This design comes from an exercise in tuning for small area and a short achievable clock period on the open sky130 flow, not from production work.
In this exercise RTL edits were held to simulation tests only and were not proved equivalent to the original.

==> trial 36 <==
Design float_alu, start of the top module:
module float_alu(op,a,b,clk,out);
input [31:0] a,b;
input [2:0] op;
input clk;
output reg [31:0] out;
localparam CUT = 12;    
function [45:0] xpos;
  input [31:0] x;
  reg [7:0] E; reg [22:0] m, keep; reg [4:0] k;
  integer i;
  begin
    m = x[22:0]; E = x[30:23]; k = ~E[4:0];
    for (i = 0; i < 23; i = i + 1) keep[i] = (i >= k);
    if (E[7:5] == 3'b100 && E[4:0] <= 5'd22)       
      xpos = {21'd0, 1'b1, m, 1'b0} << E[4:0];
    else if (E == 8'd127) xpos = 46'd1 << 23;
    else if (E[7:5] == 3'b011 && E[4:0] >= 5'd9)   
      xpos = {23'd0, m & keep};
    else xpos = 46'd0;
  end
endfunction
function [5:0] ctz23;
  input [22:0] f; integer i;
  begin ctz23 = 6'd23; for (i = 22; i >= 0; i = i - 1) if (f[i]) ctz23 = i; end
endfunction
function [5:0] clz46;
  input [45:0] x; integer i;
  begin clz46 = 6'd46; for (i = 0; i <= 45; i = i + 1) if (x[i]) clz46 = 45 - i; end
endfunction
function ge6;
  input [5:0] x; input [5:0] c;
  integer i; reg r;
  begin
    r = 1'b1;
    for (i = 0; i < 6; i = i + 1) r = c[i] ? (x[i] & r) : (x[i] | r);
    ge6 = r;
  end
endfunction
function [45:0] bkadd;
  input [45:0] a, b; input cin;
  reg [45:0] g, p, G, P; integer l, i;
  begin
    g = a & b; p = a ^ b;
    G = g; P = p;
    G[0] = g[0] | (p[0] & cin);
  ...
==> flow/config.mk <==
export PLATFORM = sky130hd
export DESIGN_NAME = float_alu
export DESIGN_NICKNAME = float_alu
export VERILOG_FILES = /design/flow/design.v
export SDC_FILE = /design/flow/constraint.sdc
export NUM_CORES = 4
export LEC_CHECK = 0
export ABC_AREA = 1
export CAP_MARGIN = 20
export CORE_MARGIN = 2
export CORE_UTILIZATION = 40
export SLEW_MARGIN = 20
export SYNTH_HIERARCHICAL = 1
==> flow/constraint.sdc <==
create_clock -name core_clock -period 300.0 [get_ports {clk}]
set_input_delay 60.0000 -clock core_clock [delete_from_list [all_inputs] [get_ports {clk}]]
set_output_delay 60.0000 -clock core_clock [all_outputs]
set_load 0.01 [all_outputs]
run.sh (not shown) runs the stock make flow with config.mk's settings and CLKGATE_MAP_FILE= SYNTH_SCRIPT=/design/flow/synth_recipe.tcl, a recipe that flattens the netlist after the stock synthesis.
==> build 22 (differences from trial 36) <==
--- a/flow/design.v
+++ b/flow/design.v
@@ -33,41 +33,21 @@
   begin
     r = 1'b1;
     for (i = 0; i < 6; i = i + 1) r = c[i] ? (x[i] & r) : (x[i] | r);
     ge6 = r;
   end
 endfunction
-function [45:0] bkadd;
-  input [45:0] a, b; input cin;
-  reg [45:0] g, p, G, P; integer l, i;
-  begin
-    g = a & b; p = a ^ b;
-    G = g; P = p;
-    G[0] = g[0] | (p[0] & cin);
-    for (l = 0; l < 6; l = l + 1)
-      for (i = (2 << l) - 1; i < 46; i = i + (2 << l)) begin
-        G[i] = G[i] | (P[i] & G[i - (1 << l)]);
-        P[i] = P[i] & P[i - (1 << l)];
-      end
-    for (l = 4; l >= 0; l = l - 1)
-      for (i = (3 << l) - 1; i < 46; i = i + (2 << l))
-        G[i] = G[i] | (P[i] & G[i - (1 << l)]);
-    bkadd = p ^ {G[44:0], cin};
-  end
-endfunction
 function [45:0] rev46;
   input [45:0] x; integer i;
   begin for (i = 0; i < 46; i = i + 1) rev46[i] = x[45-i]; end
 endfunction
 reg [31:0] ar, br; reg [2:0] opr;
 always @(posedge clk) begin ar <= a; br <= b; opr <= op; end
 wire [45:0] xpa = xpos(ar), xpb = xpos(br);
-wire [45:0] nIa = bkadd({23'd0, ~xpa[45:23]}, 46'd0, 1'b1), nFa = bkadd({23'd0, ~xpa[22:0]}, 46'd0, 1'b1);
-wire [45:0] nIb = bkadd({23'd0, ~xpb[45:23]}, 46'd0, 1'b1), nFb = bkadd({23'd0, ~xpb[22:0]}, 46'd0, 1'b1);
-wire [45:0] Xa = ar[31] ? {nIa[22:0], nFa[22:0]} : xpa;
-wire [45:0] Xb = br[31] ? {nIb[22:0], nFb[22:0]} : xpb;
+wire [45:0] Xa = ar[31] ? {-xpa[45:23], -xpa[22:0]} : xpa;
+wire [45:0] Xb = br[31] ? {-xpb[45:23], -xpb[22:0]} : xpb;
 wire [5:0] ja = ctz23(xpa[22:0]), jb = ctz23(xpb[22:0]);
 wire [5:0] Lb = clz46(Xb);
 wire is_mul = (opr == 3'd2), is_div = (opr == 3'd3);
 wire [22:0] Ib = Xb[45:23];
 wire [5:0] Ibs = (|Ib[22:6]) ? 6'd63 : Ib[5:0];
 wire [5:0] sha = is_mul ? ja : (opr == 3'd6) ? Ibs : 6'd0;
@@ -122,19 +102,21 @@
       assign bb = {Ab_r[2*gi+1], Ab_r[2*gi], (gi == 0) ? 1'b0 : Ab_r[2*gi-1]};
     end
     wire [1:0] nn = (gi == 22) ? (is_div ? An[1:0] : 2'b00) : 2'b00;
     wire [6:0] est = sin[45:39] + cin_[45:39];
     wire es = est[6];
     wire [5:0] e6 = est[5:0];
-    wire [7:0] c2 = {ge6(e6, 22), ge6(e6, 22), ge6(e6, 19), ge6(e6, 19),
+    wire [7:0] c2 = {ge6(e6, 24), ge6(e6, 20), ge6(e6, 20), ge6(e6, 18),
                      ge6(e6, 16), ge6(e6, 15), ge6(e6, 14), ge6(e6, 12)};
-    wire [7:0] cm = {ge6(e6, 41), ge6(e6, 41), ge6(e6, 44), ge6(e6, 44),
-                     ge6(e6, 47), ge6(e6, 48), ge6(e6, 49), ge6(e6, 51)};
-    wire p2 = |(c2 & D), n1 = ~|(cm & D);
-    wire p1 = D[7] | D[6] | D[5] | D[4] ? ge6(e6, 6) : ge6(e6, 4);
-    wire n0 = D[7] | D[6] | D[5] | D[4] ? ~ge6(e6, 57) : ~ge6(e6, 59);
+    wire [7:0] c1 = {ge6(e6, 8), ge6(e6, 8), ge6(e6, 6), ge6(e6, 6),
+                     ge6(e6, 4), ge6(e6, 4), ge6(e6, 4), ge6(e6, 4)};
+    wire [7:0] c0 = {ge6(e6, 56), ge6(e6, 56), ge6(e6, 56), ge6(e6, 58),
+                     ge6(e6, 58), ge6(e6, 58), ge6(e6, 58), ge6(e6, 60)};
+    wire [7:0] cm = {ge6(e6, 40), ge6(e6, 42), ge6(e6, 44), ge6(e6, 44),
+                     ge6(e6, 46), ge6(e6, 48), ge6(e6, 49), ge6(e6, 51)};
+    wire p2 = |(c2 & D), p1 = |(c1 & D), n0 = |(~c0 & D), n1 = |(~cm & D);
     wire [2:0] qd = es ? (n1 ? 3'b110 : n0 ? 3'b101 : 3'b000)
                        : (p2 ? 3'b010 : p1 ? 3'b001 : 3'b000);
     reg [2:0] bd;
     always @(*) begin
       case (bb)
         3'b000, 3'b111: bd = 3'b000;
@@ -143,25 +125,17 @@
         3'b100: bd = 3'b010;
         default: bd = 3'b001;
       endcase
     end
     wire [2:0] e, eh;    
     drv dlo (.qd(qd), .bd(bd), .dv(dv), .c(e));
-    if (gi <= 26 - CUT || gi == 23 - CUT) begin
-      drv dhi (.qd(qd), .bd(bd), .dv(dv), .c(eh));
-    end else begin
-      assign eh = e;    
-    end
-    localparam integer SP = (gi == 23 - CUT || gi == 0) ? 23 : 38;
-    wire [45:0] mg, vx = {vv[44:0], 1'b0};
-    genvar gb;
-    for (gb = 0; gb < 46; gb = gb + 1) begin : ob
-      wire [2:0] c = (gb >= SP) ? eh : e;
-      assign mg[gb] = (c[1] ? vx[gb] : (c[0] ? vv[gb] : 1'b0)) ^ c[2];
-    end
-    wire [45:0] o = mg;
+    drv dhi (.qd(qd), .bd(bd), .dv(dv), .c(eh));
+    wire [45:0] mg;
+    assign mg[33:0] = e[1] ? {vv[32:0], 1'b0} : (e[0] ? vv[33:0] : 34'd0);
+    assign mg[45:34] = eh[1] ? vv[44:33] : (eh[0] ? vv[45:34] : 12'd0);
+    wire [45:0] o = mg ^ {{12{eh[2]}}, {34{e[2]}}};
     wire inv = e[2];
     wire [45:0] ys = {sin[43:0], nn};
     wire [45:0] yc = {cin_[43:0], 1'b0, inv};
     wire [45:0] so, cy;
     if (gi == 22) begin
       assign so = ys ^ yc ^ o;
@@ -187,16 +161,16 @@
   V_r <= is_as ? SR : V;      
   for (k = 0; k < CUT; k = k + 1) begin
     dg_r[4*k +: 4] <= {pd[22-k][2], pd[22-k][1:0]};
   end
   div_r <= is_div; as_r <= is_as; op_r2 <= opr;
   mval_r <= ~is_mul | (jsum >= 7'd23);
-  dz_r <= (Xb == 46'd0);     
+  dz_r <= (Xa == 46'd0) || (Xb == 46'd0);
   dsh_r <= dsh; s_r <= sdiv;
 end
-wire [45:0] T = bkadd(S[0], C[0], 1'b0);
+wire [45:0] T = S[0] + C[0];
 wire rneg = T[45];
 reg [45:0] Pq, Mq;
 integer j;
 always @(*) begin
   Pq = 0; Mq = 0;
   for (j = 0; j < 23; j = j + 1) begin
@@ -206,22 +180,21 @@
     end else begin
       if (pd[j][2]) Mq[2*j +: 2] = pd[j][1:0];
       else Pq[2*j +: 2] = pd[j][1:0];
     end
   end
 end
-wire [45:0] qv = bkadd(Pq, ~Mq, ~rneg);
+wire [45:0] qv = Pq - Mq - rneg;
 wire [68:0] qx = {qv[44:0], 24'd0};
 wire [68:0] qs = qx >> dsh_r[5:0];
 wire [45:0] dmask = ~((46'd1 << s_r) - 46'd1);
 wire [45:0] divres = dz_r ? 46'd0 : (qs[45:0] & dmask);
 wire [45:0] mulres = mval_r ? T[45:0] : 46'd0;
 wire [45:0] R = as_r ? V_r : div_r ? divres : mulres;
 wire nf = (op_r2 == 3'd0) ? (R == 46'h200000000000) : R[45];
-wire [45:0] nR = bkadd(~R, 46'd0, 1'b1);
-wire [45:0] X = R[45] ? nR : R;
+wire [45:0] X = R[45] ? -R : R;
 reg [4:0] jo; integer i;
 always @(*) begin
   jo = 0;
   for (i = 1; i <= 22; i = i + 1) if (X[23+i]) jo = i;
 end
 wire [45:0] Xsh = X >> jo;
==> flow/config.mk (replaced) <==
export PLATFORM = sky130hd
export DESIGN_NAME = float_alu
export DESIGN_NICKNAME = float_alu
export VERILOG_FILES = /design/flow/design.v
export SDC_FILE = /design/flow/constraint.sdc
export NUM_CORES = 4
export LEC_CHECK = 0
export CAP_MARGIN = 20
export CORE_MARGIN = 2
export CORE_UTILIZATION = 40
export SLEW_MARGIN = 20
export SYNTH_HIERARCHICAL = 1
==> trial 14 (differences from trial 36) <==
--- a/flow/design.v
+++ b/flow/design.v
@@ -49,12 +49,21 @@
         P[i] = P[i] & P[i - (1 << l)];
       end
     for (l = 4; l >= 0; l = l - 1)
       for (i = (3 << l) - 1; i < 46; i = i + (2 << l))
         G[i] = G[i] | (P[i] & G[i - (1 << l)]);
     bkadd = p ^ {G[44:0], cin};
+  end
+endfunction
+function gev;
+  input [5:0] x, y;
+  integer i; reg r;
+  begin
+    r = 1'b1;
+    for (i = 0; i < 6; i = i + 1) r = (x[i] & ~y[i]) | ((x[i] | ~y[i]) & r);
+    gev = r;
   end
 endfunction
 function [45:0] rev46;
   input [45:0] x; integer i;
   begin for (i = 0; i < 46; i = i + 1) rev46[i] = x[45-i]; end
 endfunction
@@ -89,52 +98,59 @@
 end endgenerate
 wire [44:0] An = Xa[45:1];                      
 wire [46:0] Ab = {2'b00, Xa_s[44:0]};           
 wire [45:0] S [0:23];
 wire [45:0] C [0:23];
 wire [2:0] pd [0:22];    
-reg [45:0] S_r, C_r; reg [45:0] V_r; reg [23:0] Ab_r;
-reg [4*CUT-1:0] dg_r;
-reg div_r, as_r, mval_r, dz_r; reg [2:0] op_r2;
+reg [45:0] S_r, C_r; reg [45:0] V_r;
+reg [3*CUT-1:0] dq_r;
+reg div_r, as_r, mval_r, dz_r, op0_r;
 reg [6:0] dsh_r; reg [5:0] s_r;
-wire [7:0] Da = 8'd1 << V[43:41];
-wire [7:0] Db = 8'd1 << V_r[43:41];
+function [11:0] thr;
+  input [2:0] d3;
+  case (d3)
+    3'd0: thr = {6'd12, 6'd51}; 3'd1: thr = {6'd14, 6'd49};
+    3'd2: thr = {6'd15, 6'd48}; 3'd3: thr = {6'd16, 6'd47};
+    3'd4, 3'd5: thr = {6'd19, 6'd44};
+    default: thr = {6'd22, 6'd41};
+  endcase
+endfunction
+wire [5:0] T2a, Tma, T2b, Tmb;
+assign {T2a, Tma} = thr(V[43:41]);
+assign {T2b, Tmb} = thr(V_r[43:41]);
 genvar gi;
 generate
   for (gi = 22; gi >= 0; gi = gi - 1) begin : rows
     wire [45:0] sin, cin_;
     wire [45:0] vv;
     wire dv;
     wire [2:0] bb;   
-    wire [7:0] D;    
+    wire [5:0] T2, Tm; wire DH;    
     if (gi == 22) begin
       assign sin = is_div ? {3'b000, An[44:2]} : 46'd0;   
       assign cin_ = 46'd0;
     end else if (gi == 22 - CUT) begin
       assign sin = S_r; assign cin_ = C_r;
     end else begin
       assign sin = S[gi+1]; assign cin_ = C[gi+1];
     end
     if (gi > 22 - CUT) begin
-      assign vv = V; assign dv = is_div; assign D = Da;
+      assign vv = V; assign dv = is_div; assign T2 = T2a; assign Tm = Tma; assign DH = V[43];
       assign bb = {Xa_s[2*gi+1], Xa_s[2*gi], (gi == 0) ? 1'b0 : Xa_s[2*gi-1]};
     end else begin
-      assign vv = V_r; assign dv = div_r; assign D = Db;
-      assign bb = {Ab_r[2*gi+1], Ab_r[2*gi], (gi == 0) ? 1'b0 : Ab_r[2*gi-1]};
+      assign vv = V_r; assign dv = div_r; assign T2 = T2b; assign Tm = Tmb; assign DH = V_r[43];
+      assign bb = {dq_r[2*gi+1], dq_r[2*gi], (gi == 0) ? 1'b0 : dq_r[2*gi-1]};
     end
     wire [1:0] nn = (gi == 22) ? (is_div ? An[1:0] : 2'b00) : 2'b00;
-    wire [6:0] est = sin[45:39] + cin_[45:39];
+    wire [45:0] esum = bkadd({39'd0, sin[45:39]}, {39'd0, cin_[45:39]}, 1'b0);
+    wire [6:0] est = esum[6:0];
     wire es = est[6];
     wire [5:0] e6 = est[5:0];
-    wire [7:0] c2 = {ge6(e6, 22), ge6(e6, 22), ge6(e6, 19), ge6(e6, 19),
-                     ge6(e6, 16), ge6(e6, 15), ge6(e6, 14), ge6(e6, 12)};
-    wire [7:0] cm = {ge6(e6, 41), ge6(e6, 41), ge6(e6, 44), ge6(e6, 44),
-                     ge6(e6, 47), ge6(e6, 48), ge6(e6, 49), ge6(e6, 51)};
-    wire p2 = |(c2 & D), n1 = ~|(cm & D);
-    wire p1 = D[7] | D[6] | D[5] | D[4] ? ge6(e6, 6) : ge6(e6, 4);
-    wire n0 = D[7] | D[6] | D[5] | D[4] ? ~ge6(e6, 57) : ~ge6(e6, 59);
+    wire p2 = gev(e6, T2), n1 = ~gev(e6, Tm);
+    wire p1 = gev(e6, {4'b0001, DH, 1'b0});           
+    wire n0 = ~gev(e6, {4'b1110, ~DH, 1'b1});         
     wire [2:0] qd = es ? (n1 ? 3'b110 : n0 ? 3'b101 : 3'b000)
                        : (p2 ? 3'b010 : p1 ? 3'b001 : 3'b000);
     reg [2:0] bd;
     always @(*) begin
       case (bb)
         3'b000, 3'b111: bd = 3'b000;
@@ -178,34 +194,34 @@
     assign pd[gi] = {e[2] ? 1'b0 : (e[1] | e[0]), e[1:0]};    
   end
 endgenerate
 wire [6:0] dsh = 7'd45 - {1'b0, Lb};
 wire [5:0] sdiv = 6'd23 + ja - jb;
 wire [6:0] jsum = {1'b0, ja} + {1'b0, jb};
+reg [3*CUT-1:0] dgp;
 integer k;
+always @(*) for (k = 0; k < CUT; k = k + 1) dgp[3*k +: 3] = pd[22-k];
 always @(posedge clk) begin
-  S_r <= S[23-CUT]; C_r <= C[23-CUT]; Ab_r <= Xa_s[23:0];
+  S_r <= S[23-CUT]; C_r <= C[23-CUT];
   V_r <= is_as ? SR : V;      
-  for (k = 0; k < CUT; k = k + 1) begin
-    dg_r[4*k +: 4] <= {pd[22-k][2], pd[22-k][1:0]};
-  end
-  div_r <= is_div; as_r <= is_as; op_r2 <= opr;
+  dq_r <= is_div ? dgp : {{(3*CUT-2*(23-CUT)){1'b0}}, Xa_s[2*(23-CUT)-1:0]};
+  div_r <= is_div; as_r <= is_as; op0_r <= (opr == 3'd0);
   mval_r <= ~is_mul | (jsum >= 7'd23);
   dz_r <= (Xb == 46'd0);     
   dsh_r <= dsh; s_r <= sdiv;
 end
 wire [45:0] T = bkadd(S[0], C[0], 1'b0);
 wire rneg = T[45];
 reg [45:0] Pq, Mq;
 integer j;
 always @(*) begin
   Pq = 0; Mq = 0;
   for (j = 0; j < 23; j = j + 1) begin
     if (j > 22 - CUT) begin
-      if (dg_r[4*(22-j)+2]) Mq[2*j +: 2] = dg_r[4*(22-j) +: 2];
-      else Pq[2*j +: 2] = dg_r[4*(22-j) +: 2];
+      if (dq_r[3*(22-j)+2]) Mq[2*j +: 2] = dq_r[3*(22-j) +: 2];
+      else Pq[2*j +: 2] = dq_r[3*(22-j) +: 2];
     end else begin
       if (pd[j][2]) Mq[2*j +: 2] = pd[j][1:0];
       else Pq[2*j +: 2] = pd[j][1:0];
     end
   end
 end
@@ -213,13 +229,13 @@
 wire [68:0] qx = {qv[44:0], 24'd0};
 wire [68:0] qs = qx >> dsh_r[5:0];
 wire [45:0] dmask = ~((46'd1 << s_r) - 46'd1);
 wire [45:0] divres = dz_r ? 46'd0 : (qs[45:0] & dmask);
 wire [45:0] mulres = mval_r ? T[45:0] : 46'd0;
 wire [45:0] R = as_r ? V_r : div_r ? divres : mulres;
-wire nf = (op_r2 == 3'd0) ? (R == 46'h200000000000) : R[45];
+wire nf = op0_r ? (R == 46'h200000000000) : R[45];
 wire [45:0] nR = bkadd(~R, 46'd0, 1'b1);
 wire [45:0] X = R[45] ? nR : R;
 reg [4:0] jo; integer i;
 always @(*) begin
   jo = 0;
   for (i = 1; i <= 22; i = i + 1) if (X[23+i]) jo = i;
==> flow/config.mk (replaced) <==
export PLATFORM = sky130hd
export DESIGN_NAME = float_alu
export DESIGN_NICKNAME = float_alu
export VERILOG_FILES = /design/flow/design.v
export SDC_FILE = /design/flow/constraint.sdc
export NUM_CORES = 4
export LEC_CHECK = 0
export ABC_AREA = 1
export CAP_MARGIN = 40
export CORE_MARGIN = 2
export CORE_UTILIZATION = 55
export SLEW_MARGIN = 40
export SYNTH_HIERARCHICAL = 1
==> qor.csv <==
metric,value,unit
multiInputGateArea,86500,µm²
cts.sinks,310,
multi_input_area_share,84.1,%
status,no timing/DRC/antenna violations,
design_area,103000,µm²
Source of the figures above: build 22

==> qor.csv <==
metric,value,unit
status,no timing/DRC/antenna violations,
multiInputGateArea,75700,µm²
multi_input_area_share,79.5,%
Source of the figures above: trial 36

==> qor.csv <==
metric,value,unit
multi_input_area_share,80.9,%
cts.sinks,288,
design_area,88600,µm²
status,no timing/DRC/antenna violations,
Source of the figures above: trial 14

re-timing with driven ports:
In the flow no input, the clock included, has a driving cell. The finished layouts below were timed again as built, in two steps.
Step 1 sets driving cells, clkbuf_16 on the clock port and buf_2 on the other inputs (assumed; they add their load-dependent delay and slew).
Step 2 also shifts input and output timing later by t, the mid clock arrival at the registers, as if the neighbouring blocks saw the same clock.
Three values: ideal, step 1, step 2; two values: the first two.
run | t (ns) | slack for setup (ns) | clock arrival spread, ns | worst register clock-pin slew, ns | worst data-port slew with drivers (ns)
trial 36 | 0.755 | 238.473 / 238.387 / 238.483 | 0.060 / 0.060 | 0.07 / 0.07 | 0.04
build 22 | 0.789 | 238.470 / 238.377 / 239.125 | 0.058 / 0.058 | 0.07 / 0.07 | 0.04
trial 14 | 0.712 | 238.525 / 238.444 / 239.156 | 0.066 / 0.066 | 0.09 / 0.09 | 0.04
After both steps every run listed still meets setup and hold.
